This design comes from an exercise in tuning for small area on the open sky130 flow, not from production work.
Function was checked by simulation only, so behaviour that the tests miss may differ from the original.
Power figures rest on the tool's default switching activity, not on a simulated workload.

==> run a <==
==> flow/design.v <==
module clk_dll (
    rst,
    clk,
    quick,
    start_stop,
    tick
);
  input rst, clk, start_stop;
  input [3:0] quick;
  output tick;
  reg out_clk;
  reg pressed, enabled;
  reg [21:0] cnt_clk;
  function automatic ge_const(input [21:0] v, input [21:0] k);
    integer i;
    begin
      ge_const = 1'b1;
      for (i = 0; i < 22; i = i + 1)
        ge_const = k[i] ? (v[i] & ge_const) : (v[i] | ge_const);
    end
  endfunction
  wire q0 = (quick == 4'b0001);
  wire q1 = (quick == 4'b0010);
  wire q2 = (quick == 4'b0100);
  wire q3 = (quick == 4'b1000);
  wire q5 = (quick == 4'b0111);
  wire q4 = ~(q0 | q1 | q2 | q3 | q5);
  wire ge = (q0 & ge_const(cnt_clk, 22'd24)) | (q1 & ge_const(cnt_clk, 22'd249)) |
            (q2 & ge_const(cnt_clk, 22'd2499)) | (q3 & ge_const(cnt_clk, 22'd24999)) |
            (q4 & ge_const(cnt_clk, 22'd249999)) | (q5 & ge_const(cnt_clk, 22'd2499999));
  wire clr = enabled & ge;
  wire zero = ~|cnt_clk;
  wire [22:0] c;
  assign c[0] = enabled;
  genvar g;
  generate
    for (g = 0; g < 22; g = g + 1) begin : inc
      assign c[g+1] = c[g] & cnt_clk[g];
    end
  endgenerate
  assign tick = enabled & zero & ~out_clk;
  always @(posedge clk or negedge rst) begin
    if (!rst) begin
      enabled <= 1'b0;
      pressed <= 1'b0;
      out_clk <= 1'b0;
      cnt_clk <= 22'd0;
    end else begin
      enabled <= enabled ^ (pressed & ~start_stop);
      pressed <= start_stop;
      out_clk <= out_clk ^ (enabled & zero);
      cnt_clk <= (cnt_clk ^ c[21:0]) & {22{~clr}};
    end
  end
endmodule
module cnt_100 (
    rst,
    clk,
    en,
    last,
    s
);
  input rst, clk, en;
  output last;
  output reg [3:0] s;
  wire [3:0] t;   
  assign t[0] = s[3];
  assign t[1] = (~s[3] & ~s[2] & ~s[0]) | (s[2] & s[1] & ~s[0]);
  assign t[2] = (~s[3] & s[1]) | (~s[3] & s[2]);
  assign t[3] = ~s[2] | ~s[1];
  assign last = s[3] & ~s[2] & s[0];
  always @(posedge clk or negedge rst) begin
    if (!rst) s <= 4'b0;
    else s <= s ^ (t & {4{en}});
  end
endmodule
module cnt_60 (
    rst,
    clk,
    en,
    last,
    seg
);
  input rst, clk, en;
  output last;
  output [6:0] seg;
  reg [2:0] s;
  wire [2:0] t;   
  assign t[0] = ~s[2];
  assign t[1] = s[0];
  assign t[2] = s[0] | s[2];
  assign last = s[2] & ~s[1];
  assign seg[0] = s[0];
  assign seg[1] = s[2] & ~s[1];
  assign seg[2] = s[2] & s[1];
  assign seg[3] = s[0];
  assign seg[4] = s[0] | (~s[2] & s[1]) | (s[2] & ~s[1]);
  assign seg[5] = (~s[1] & s[0]) | (s[1] & ~s[0]);
  assign seg[6] = ~s[2] & ~s[1];
  always @(posedge clk or negedge rst) begin
    if (!rst) s <= 3'b0;
    else s <= s ^ (t & {3{en}});
  end
endmodule
module seg7 (
    digit,
    seg
);
  input [3:0] digit;
  output [6:0] seg;
  assign seg[0] = digit[1] & ~digit[0];
  assign seg[1] = digit[2] & ~digit[1];
  assign seg[2] = ~digit[3] & digit[1];
  assign seg[3] = digit[3] & ~digit[0];
  assign seg[4] = digit[3];
  assign seg[5] = (digit[1] & digit[0]) | (digit[3] & ~digit[2] & ~digit[0]);
  assign seg[6] = ~digit[2] & ~digit[0];
endmodule
module top_stopwatch (
    rst,
    clk,
    quick,
    start_stop,
    seg_s001,
    seg_s01,
    seg_s1,
    seg_s10,
    seg_m1,
    seg_m10
);
  input rst, clk, start_stop;
  input [3:0] quick;
  output [6:0] seg_s001, seg_s01, seg_s1, seg_s10, seg_m1, seg_m10;
  wire [3:0] d0, d1, d2, d4, d5;
  wire tick, l0, l1, l2, l3, l4, l5;
  clk_dll u0 (rst, clk, quick, start_stop, tick);
  wire e1 = tick & l0;
  wire e2 = e1 & l1;
  wire e3 = e2 & l2;
  wire e4 = e3 & l3;
  wire e5 = e4 & l4;
  cnt_100 u1 (rst, clk, tick, l0, d0);
  cnt_100 u2 (rst, clk, e1, l1, d1);
  cnt_100 u3 (rst, clk, e2, l2, d2);
  cnt_60 u4 (rst, clk, e3, l3, seg_s10);
  cnt_100 u5 (rst, clk, e4, l4, d4);
  cnt_100 u6 (rst, clk, e5, l5, d5);
  seg7 s001 (d0, seg_s001);
  seg7 s01 (d1, seg_s01);
  seg7 s1 (d2, seg_s1);
  seg7 m1 (d4, seg_m1);
  seg7 m10 (d5, seg_m10);
endmodule
==> flow/flow/run.sh <==
#!/bin/bash
# Own flow: the standard synthesis, then the combinational logic between the
# registers is mapped again by ABC for area (registers, their names and cell
# types are kept as the standard synthesis made them), then the standard
# layout steps from floorplan to finish.
set -euo pipefail
W=$PWD
R=$W/orfs/results/${FLOW_PLATFORM:-sky130hd}/top_stopwatch/base
YOSYS=$FLOW_HOME/../tools/install/yosys/bin/yosys
[ -x "$YOSYS" ] || YOSYS=$(command -v yosys)
LIB=$FLOW_HOME/platforms/sky130hd/lib/sky130_fd_sc_hd__tt_025C_1v80.lib

# 1. standard synthesis (up to the Yosys netlist)
bash standard.sh "$R/1_2_yosys.v" > $W/std_synth.log 2>&1
cp "$R/1_2_yosys.v" $W/std_yosys.v

# 2. area remap of the combinational logic: a few ABC scripts, keep the smallest
best=""; best_area=""
for abc in $W/flow/area*.abc; do
  k=$(basename $abc .abc)
  sed -e "s|@LIB@|$LIB|g" -e "s|@IN@|$W/std_yosys.v|g" -e "s|@OUT@|$W/remap_$k.v|g" \
      -e "s|@ABC@|$abc|g" -e "s|@CONSTR@|$W/flow/abc.constr|g" \
      -e "s|@TOP@|$FLOW_TOP|g" $W/flow/remap.ys > $W/remap_$k.ys
  "$YOSYS" -s $W/remap_$k.ys > $W/remap_$k.log 2>&1 || continue
  a=$(sed -n "s/.*Chip area for module.*: *\([0-9.]*\).*/\1/p" $W/remap_$k.v.stat | head -1)
  echo "$k $a" >> $W/remap_areas.txt
  if [ -n "$a" ] && { [ -z "$best_area" ] || python3 -c "import sys; sys.exit(0 if $a < $best_area else 1)"; }; then
    best=$k; best_area=$a
  fi
done
echo "chosen $best $best_area" >> $W/remap_areas.txt
cp $W/remap_$best.v $W/remap.v

# 3. prove the remapped netlist equal to the standard one, register by register
python3 $W/flow/cutregs.py $W/std_yosys.v $W/cut_std.v "$FLOW_TOP" > $W/cutregs.log 2>&1
python3 $W/flow/cutregs.py $W/remap.v $W/cut_remap.v "$FLOW_TOP" >> $W/cutregs.log 2>&1
sed -e "s|@LIB@|$LIB|g" -e "s|@GOLD@|$W/cut_std.v|g" -e "s|@GATE@|$W/cut_remap.v|g" \
    -e "s|@TOP@|$FLOW_TOP|g" $W/flow/equiv.ys > $W/equiv_run.ys
"$YOSYS" -s $W/equiv_run.ys > $W/equiv.log 2>&1

# 4. the standard layout from the remapped netlist; each port still gets
#    its own buffer, the smallest one (the outputs drive 0.01 pF)
export BUFFER_PORTS_ARGS="-buffer_cell sky130_fd_sc_hd__buf_1"
cp $W/remap.v "$R/1_2_yosys.v"
rm -f "$R/1_synth.odb" "$R/1_synth.sdc"
bash standard.sh > $W/std_layout.log 2>&1
test -s $W/out/final.def
==> flow/flow/abc.constr <==
set_driving_cell sky130_fd_sc_hd__buf_1
set_load 0.01
==> flow/flow/area1.abc <==
strash
dc2
dc2
&get -n
&st
&dch -f
&nf -R 1000 -a
&put
topo
==> flow/flow/area4.abc <==
strash
balance
rewrite
refactor
balance
rewrite
rewrite -z
balance
refactor -z
rewrite -z
balance
dc2
&get -n
&st
&dch -f
&nf -R 1000 -a
&put
topo
==> flow/flow/area5.abc <==
strash
dc2
dc2
&get -n
&st
&dch -f
&nf -R 1000 -a -E 1000
&put
topo
==> flow/flow/area7.abc <==
strash
ifraig
dc2
dc2
dc2
&get -n
&st
&dch -f
&nf -R 1000 -a
&put
topo
==> flow/flow/cutregs.py <==
#!/usr/bin/env python3
"""Turn a flat gate netlist into a purely combinational one for an equivalence
check: every register instance (sky130 df* cell) is removed, its outputs become
top-level inputs and its inputs top-level outputs, named after the instance."""
import re
import sys

src, dst, top = sys.argv[1], sys.argv[2], sys.argv[3]
text = open(src).read()
inst = re.compile(r"^\s*(sky130_fd_sc_hd__df\w+)\s+(\\\S+|\w+)\s*\((.*?)\);\s*$", re.M | re.S)
pin = re.compile(r"\.(\w+)\s*\(\s*(.*?)\s*\)\s*(?:,|$)", re.S)
outs_of = {"Q", "Q_N"}
ports, assigns = [], []
n = 0


def cut(m):
    global n
    cell, name, body = m.group(1), m.group(2), m.group(3)
    tag = re.sub(r"[^A-Za-z0-9_]", "_", name.lstrip("\\"))
    for p, net in pin.findall(body):
        if p in ("CLK", "CLK_N") or not net:
            continue
        port = f"cut_{tag}_{p}"
        if p in outs_of:
            ports.append(f"  input {port};")
            assigns.append(f"  assign {net} = {port};")
        else:
            ports.append(f"  output {port};")
            assigns.append(f"  assign {port} = {net};")
    n += 1
    return ""


text = inst.sub(cut, text)
head = re.compile(r"(module\s+" + re.escape(top) + r"\s*\()(.*?)(\);)", re.S)
names = [p.split()[-1].rstrip(";") for p in ports]
text = head.sub(lambda m: m.group(1) + m.group(2) + "".join(", " + x for x in names) + m.group(3), text, count=1)
end = text.rfind("endmodule")
text = text[:end] + "\n".join(ports + assigns) + "\n" + text[end:]
open(dst, "w").write(text)
print(f"cut {n} registers")
==> flow/flow/equiv.ys <==
# combinational equivalence of the two netlists, registers cut into ports
read_liberty -overwrite -ignore_miss_func @LIB@
read_verilog -overwrite @GOLD@
rename @TOP@ gold
read_verilog -overwrite @GATE@
rename @TOP@ gate
flatten gold gate
opt_clean
miter -equiv -flatten -make_outputs gold gate miter
hierarchy -top miter
sat -verify -prove trigger 0 miter
==> flow/flow/remap.ys <==
read_liberty -overwrite -ignore_miss_func @LIB@
read_verilog -overwrite @IN@
hierarchy -top @TOP@
# registers and tie cells stay as they are; every other cell becomes logic
setattr -mod -set keep_hierarchy 1 sky130_fd_sc_hd__df* sky130_fd_sc_hd__conb_1
flatten
opt_clean -purge
tee -o @OUT@.before.stat stat
abc -script @ABC@ -liberty @LIB@ -dont_use *lpflow* -dont_use *probe* -constr @CONSTR@ -D 10000
opt_clean -purge
splitnets
opt_clean -purge
hilomap -singleton -hicell sky130_fd_sc_hd__conb_1 HI -locell sky130_fd_sc_hd__conb_1 LO
insbuf -buf sky130_fd_sc_hd__buf_4 A X
select @TOP@
tee -o @OUT@.stat stat -liberty @LIB@
write_verilog -noattr -nohex -nodec -selected @OUT@
==> flow/standard.sh <==
#!/bin/bash
# synth_recipe.tcl (not shown) runs the flow's synth.tcl, then flattens the netlist and writes it again
# the make line also repeats each setting of config.mk as NAME=value (left out here)
make -C /OpenROAD-flow-scripts/flow DESIGN_CONFIG=/design/flow/config.mk WORK_HOME=/design/flow/orfs CLKGATE_MAP_FILE= SYNTH_SCRIPT=/design/flow/synth_recipe.tcl "${@:-finish}"
==> flow/config.mk <==
export PLATFORM = sky130hd
export DESIGN_NAME = top_stopwatch
export DESIGN_NICKNAME = top_stopwatch
export VERILOG_FILES = /design/flow/design.v
export SDC_FILE = /design/flow/constraint.sdc
export NUM_CORES = 4
export LEC_CHECK = 0
export CAP_MARGIN = 20
export CORE_MARGIN = 2
export CORE_UTILIZATION = 40
export SLEW_MARGIN = 20
==> flow/constraint.sdc <==
create_clock -name core_clock -period 10.0 [get_ports {clk}]
set_input_delay 2.0000 -clock core_clock [delete_from_list [all_inputs] [get_ports {clk}]]
set_output_delay 2.0000 -clock core_clock [all_outputs]
set_load 0.01 [all_outputs]
==> run b (differences from run a) <==
--- a/flow/design.v
+++ b/flow/design.v
@@ -28,5 +28,5 @@
   wire ge = (q0 & ge_const(cnt_clk, 22'd24)) | (q1 & ge_const(cnt_clk, 22'd249)) |
             (q2 & ge_const(cnt_clk, 22'd2499)) | (q3 & ge_const(cnt_clk, 22'd24999)) |
-            (q4 & ge_const(cnt_clk, 22'd249999)) | (q5 & ge_const(cnt_clk, 22'd2499999));
+            (q4 & ge_const(cnt_clk, 22'd249999)) | (q5 & (&(cnt_clk | ~22'd2499999)));
   wire clr = enabled & ge;
   wire zero = ~|cnt_clk;
--- a/flow/flow/run.sh
+++ b/flow/flow/run.sh
@@ -42,4 +42,6 @@
 #    its own buffer, the smallest one (the outputs drive 0.01 pF)
 export BUFFER_PORTS_ARGS="-buffer_cell sky130_fd_sc_hd__buf_1"
+# clock tree arguments, when flow/cts_args gives them
+if [ -s $W/flow/cts_args ]; then export CTS_ARGS="$(cat $W/flow/cts_args)"; fi
 cp $W/remap.v "$R/1_2_yosys.v"
 rm -f "$R/1_synth.odb" "$R/1_synth.sdc"
==> flow/flow/area11.abc (new file) <==
strash
dc2
dc2
dc2
dc2
&get -n
&st
&dch -f
&nf -R 1000 -a
&put
topo
==> flow/flow/area8.abc (new file) <==
strash
ifraig
dc2
balance
rewrite
refactor
balance
rewrite -z
balance
refactor -z
rewrite -z
balance
dc2
&get -n
&st
&dch -f
&nf -R 1000 -a
&put
topo
==> flow/flow/cts_args (new file) <==
-buf_list sky130_fd_sc_hd__clkbuf_16 -root_buf sky130_fd_sc_hd__clkbuf_16 -dont_use_dummy_load -repair_clock_nets
==> run c (differences from run a) <==
--- a/flow/design.v
+++ b/flow/design.v
@@ -28,5 +28,5 @@
   wire ge = (q0 & ge_const(cnt_clk, 22'd24)) | (q1 & ge_const(cnt_clk, 22'd249)) |
             (q2 & ge_const(cnt_clk, 22'd2499)) | (q3 & ge_const(cnt_clk, 22'd24999)) |
-            (q4 & ge_const(cnt_clk, 22'd249999)) | (q5 & ge_const(cnt_clk, 22'd2499999));
+            (q4 & ge_const(cnt_clk, 22'd249999)) | (q5 & (&(cnt_clk | ~22'd2499999)));
   wire clr = enabled & ge;
   wire zero = ~|cnt_clk;
==> flow/flow/run.sh (replaced) <==
#!/bin/bash
# Own flow: the standard synthesis; then smaller netlists with the same
# registers (names and cell types as the standard synthesis made them), from
# ABC area mapping of the logic between the registers; the smallest one proven
# equal to the standard netlist goes through the standard layout steps,
# from floorplan to finish. Each tool's output goes to a log file here.
set -euo pipefail
W=$PWD
R=$W/orfs/results/${FLOW_PLATFORM:-sky130hd}/top_stopwatch/base
YOSYS=$FLOW_HOME/../tools/install/yosys/bin/yosys
[ -x "$YOSYS" ] || YOSYS=$(command -v yosys)
LIB=$FLOW_HOME/platforms/sky130hd/lib/sky130_fd_sc_hd__tt_025C_1v80.lib

# 1. standard synthesis (up to the Yosys netlist)
bash standard.sh "$R/1_2_yosys.v" > $W/std_synth.log 2>&1
cp "$R/1_2_yosys.v" $W/std_yosys.v

# 2. candidate netlists, each with the standard synthesis's registers:
#    (a) the standard netlist's combinational logic mapped again by ABC;
#    (b) the design synthesized again without half-adder extraction.
#    Each with a few ABC area scripts.
fill() {
  sed -e "s|@LIB@|$LIB|g" -e "s|@IN@|$W/std_yosys.v|g" -e "s|@DESIGN@|$W/design.v|g" \
      -e "s|@OUT@|$2|g" -e "s|@ABC@|$3|g" -e "s|@CONSTR@|$W/flow/abc.constr|g" \
      -e "s|@FLOW@|$FLOW_HOME|g" -e "s|@TOP@|$FLOW_TOP|g" "$1"
}
: > $W/cand_areas.txt
for abc in $W/flow/area*.abc; do
  k=$(basename $abc .abc)
  for kind in remap alt; do
    ys=$W/flow/remap.ys; [ $kind = alt ] && ys=$W/flow/synth_alt.ys
    out=$W/cand_${kind}_$k.v
    fill $ys $out $abc > $W/cand_${kind}_$k.ys
    "$YOSYS" -s $W/cand_${kind}_$k.ys > $W/cand_${kind}_$k.log 2>&1 || continue
    a=$(sed -n "s/.*Chip area for module.*: *\([0-9.]*\).*/\1/p" $out.stat | head -1)
    [ -n "$a" ] && echo "$a $out" >> $W/cand_areas.txt
  done
done
sort -n $W/cand_areas.txt > $W/cand_sorted.txt

# 3. take the smallest candidate that is proven equal to the standard netlist,
#    register by register (registers cut into ports, SAT on the miter)
python3 $W/flow/cutregs.py $W/std_yosys.v $W/cut_std.v "$FLOW_TOP" > $W/cutregs.log 2>&1
chosen=""
while read -r a cand; do
  python3 $W/flow/cutregs.py $cand $W/cut_cand.v "$FLOW_TOP" >> $W/cutregs.log 2>&1 || continue
  sed -e "s|@LIB@|$LIB|g" -e "s|@GOLD@|$W/cut_std.v|g" -e "s|@GATE@|$W/cut_cand.v|g" \
      -e "s|@TOP@|$FLOW_TOP|g" $W/flow/equiv.ys > $W/equiv_run.ys
  if "$YOSYS" -s $W/equiv_run.ys > $W/equiv_$(basename $cand .v).log 2>&1; then
    chosen=$cand; echo "chosen $a $cand" >> $W/cand_areas.txt; break
  fi
  echo "not equal: $cand" >> $W/cand_areas.txt
done < $W/cand_sorted.txt
if [ -z "$chosen" ]; then chosen=$W/std_yosys.v; echo "chosen the standard netlist" >> $W/cand_areas.txt; fi
cp $chosen $W/remap.v

# 4. the standard layout from the remapped netlist; each port still gets
#    its own buffer, the smallest one (the outputs drive 0.01 pF)
export BUFFER_PORTS_ARGS="-buffer_cell sky130_fd_sc_hd__buf_1"
# clock tree arguments, when flow/cts_args gives them
if [ -s $W/flow/cts_args ]; then export CTS_ARGS="$(cat $W/flow/cts_args)"; fi
cp $W/remap.v "$R/1_2_yosys.v"
rm -f "$R/1_synth.odb" "$R/1_synth.sdc"
bash standard.sh > $W/std_layout.log 2>&1
test -s $W/out/final.def
==> flow/flow/area11.abc (new file) <==
strash
dc2
dc2
dc2
dc2
&get -n
&st
&dch -f
&nf -R 1000 -a
&put
topo
==> flow/flow/area12.abc (new file) <==
strash
dc2
dc2
dc2
dc2
dc2
dc2
&get -n
&st
&dch -f
&nf -R 1000 -a
&put
topo
==> flow/flow/area8.abc (new file) <==
strash
ifraig
dc2
balance
rewrite
refactor
balance
rewrite -z
balance
refactor -z
rewrite -z
balance
dc2
&get -n
&st
&dch -f
&nf -R 1000 -a
&put
topo
==> flow/flow/cts_args (new file) <==
-sink_clustering_enable -sink_clustering_size 30 -buf_list sky130_fd_sc_hd__clkbuf_8 -dont_use_dummy_load -repair_clock_nets
==> flow/flow/synth_alt.ys (new file) <==
# an alternative synthesis of the design, without the half-adder extraction;
# its registers must come out as the standard synthesis's (checked after)
read_verilog -defer -sv @DESIGN@
hierarchy -check -top @TOP@
synth -flatten -nofsm -noshare -top @TOP@ -extra-map @FLOW@/platforms/common/lcu_kogge_stone.v
rename -wire
opt -purge
techmap
opt -fast -purge
dfflibmap -liberty @LIB@ -dont_use *lpflow* -dont_use *probe*
opt
setundef -zero
abc -script @ABC@ -liberty @LIB@ -dont_use *lpflow* -dont_use *probe* -constr @CONSTR@ -D 10000
opt_clean -purge
splitnets
opt_clean -purge
hilomap -singleton -hicell sky130_fd_sc_hd__conb_1 HI -locell sky130_fd_sc_hd__conb_1 LO
insbuf -buf sky130_fd_sc_hd__buf_4 A X
rename -hide w:*$func$*
tee -o @OUT@.stat stat -liberty @LIB@
write_verilog -noattr -nohex -nodec @OUT@
==> run d (differences from run a) <==
--- a/flow/design.v
+++ b/flow/design.v
@@ -28,5 +28,5 @@
   wire ge = (q0 & ge_const(cnt_clk, 22'd24)) | (q1 & ge_const(cnt_clk, 22'd249)) |
             (q2 & ge_const(cnt_clk, 22'd2499)) | (q3 & ge_const(cnt_clk, 22'd24999)) |
-            (q4 & ge_const(cnt_clk, 22'd249999)) | (q5 & ge_const(cnt_clk, 22'd2499999));
+            (q4 & ge_const(cnt_clk, 22'd249999)) | (q5 & (&(cnt_clk | ~22'd2499999)));
   wire clr = enabled & ge;
   wire zero = ~|cnt_clk;
==> flow/flow/area11.abc (new file) <==
strash
dc2
dc2
dc2
dc2
&get -n
&st
&dch -f
&nf -R 1000 -a
&put
topo
==> flow/flow/area8.abc (new file) <==
strash
ifraig
dc2
balance
rewrite
refactor
balance
rewrite -z
balance
refactor -z
rewrite -z
balance
dc2
&get -n
&st
&dch -f
&nf -R 1000 -a
&put
topo
==> run notes <==
quantity	run b	run d	run c	run a
Status	no timing/DRC/antenna violations	no timing/DRC/antenna violations	no timing/DRC/antenna violations	no timing/DRC/antenna violations
Average cell area after synthesis	8.93 sq um	8.93 sq um	9.15 sq um	8.98 sq um
HPWL after detailed placement	3630 um	3630 um	3560 um	3550 um
# fillers	599	598	610	627
All-layer global routing usage	0.149	0.149	0.159	0.151
Mapped Cells	282	282	266	283
Cell class with the largest area share	multi-input gates	multi-input gates	sequential cells	multi-input gates
Transition time at the pin with the least slew margin	0.602 ns	0.602 ns	0.852 ns	0.813 ns
# nets final	339	339	328	339
Delay of the slowest cell on the worst path	0.54 ns	0.54 ns	0.59 ns	0.63 ns
Clock insertion delay at the later pin of the skew report	0.28 ns	0.30 ns	0.29 ns	0.30 ns
Combinational logic power	0.209 mW	0.209 mW	0.181 mW	0.185 mW
Global routing met2 resource utilization	0.241	0.236	0.259	0.244
Total placed cells including tap cells	400	400	389	402
Aggregate routed wire length	5130 um	5110 um	4920 um	5110 um
Req. time, crit path	10.17 ns	10.19 ns	10.22 ns	10.19 ns
Detailed-routed wire length on met3	205 um	238 um	164 um	197 um
Clock root buffer master	clkbuf_16	clkbuf_8	clkbuf_8	clkbuf_8
Met1 track demand over resource in global routing	0.198	0.199	0.213	0.203
Sequential cell power	0.295 mW	0.294 mW	0.291 mW	0.292 mW

[static timing again, ports no longer ideal]
The flow's constraints put no driver on any port. The routed layouts listed below were extracted and timed again, unchanged, in two steps. Step 1 (the two cells are an assumption about what drives the block):
set clk [get_ports {clk}]
set_driving_cell -lib_cell sky130_fd_sc_hd__clkbuf_16 $clk
set_driving_cell -lib_cell sky130_fd_sc_hd__buf_2 [delete_from_list [all_inputs] $clk]
Step 2 also shifts input and output timing later by t, the mid clock arrival at the registers, as if the neighbouring blocks saw the same clock. Slacks: no drivers / after step 1 / after step 2; pairs: no drivers / after step 1.
run | shift t [ns] | setup slack, ns | worst setup path after step 2 | clock arrival spread, ns | worst data-port slew with drivers (ns)
run a | 0.327 | 5.892 / 5.892 / 5.892 | register to register | 0.007 / 0.007 | 0.03
run b | 0.310 | 5.510 / 5.510 / 5.510 | register to register | 0.011 / 0.012 | 0.03
run c | 0.314 | 5.568 / 5.568 / 5.568 | register to register | 0.014 / 0.014 | 0.03
run d | 0.328 | 5.499 / 5.499 / 5.499 | register to register | 0.005 / 0.005 | 0.03
After both steps every run listed still meets setup and hold.
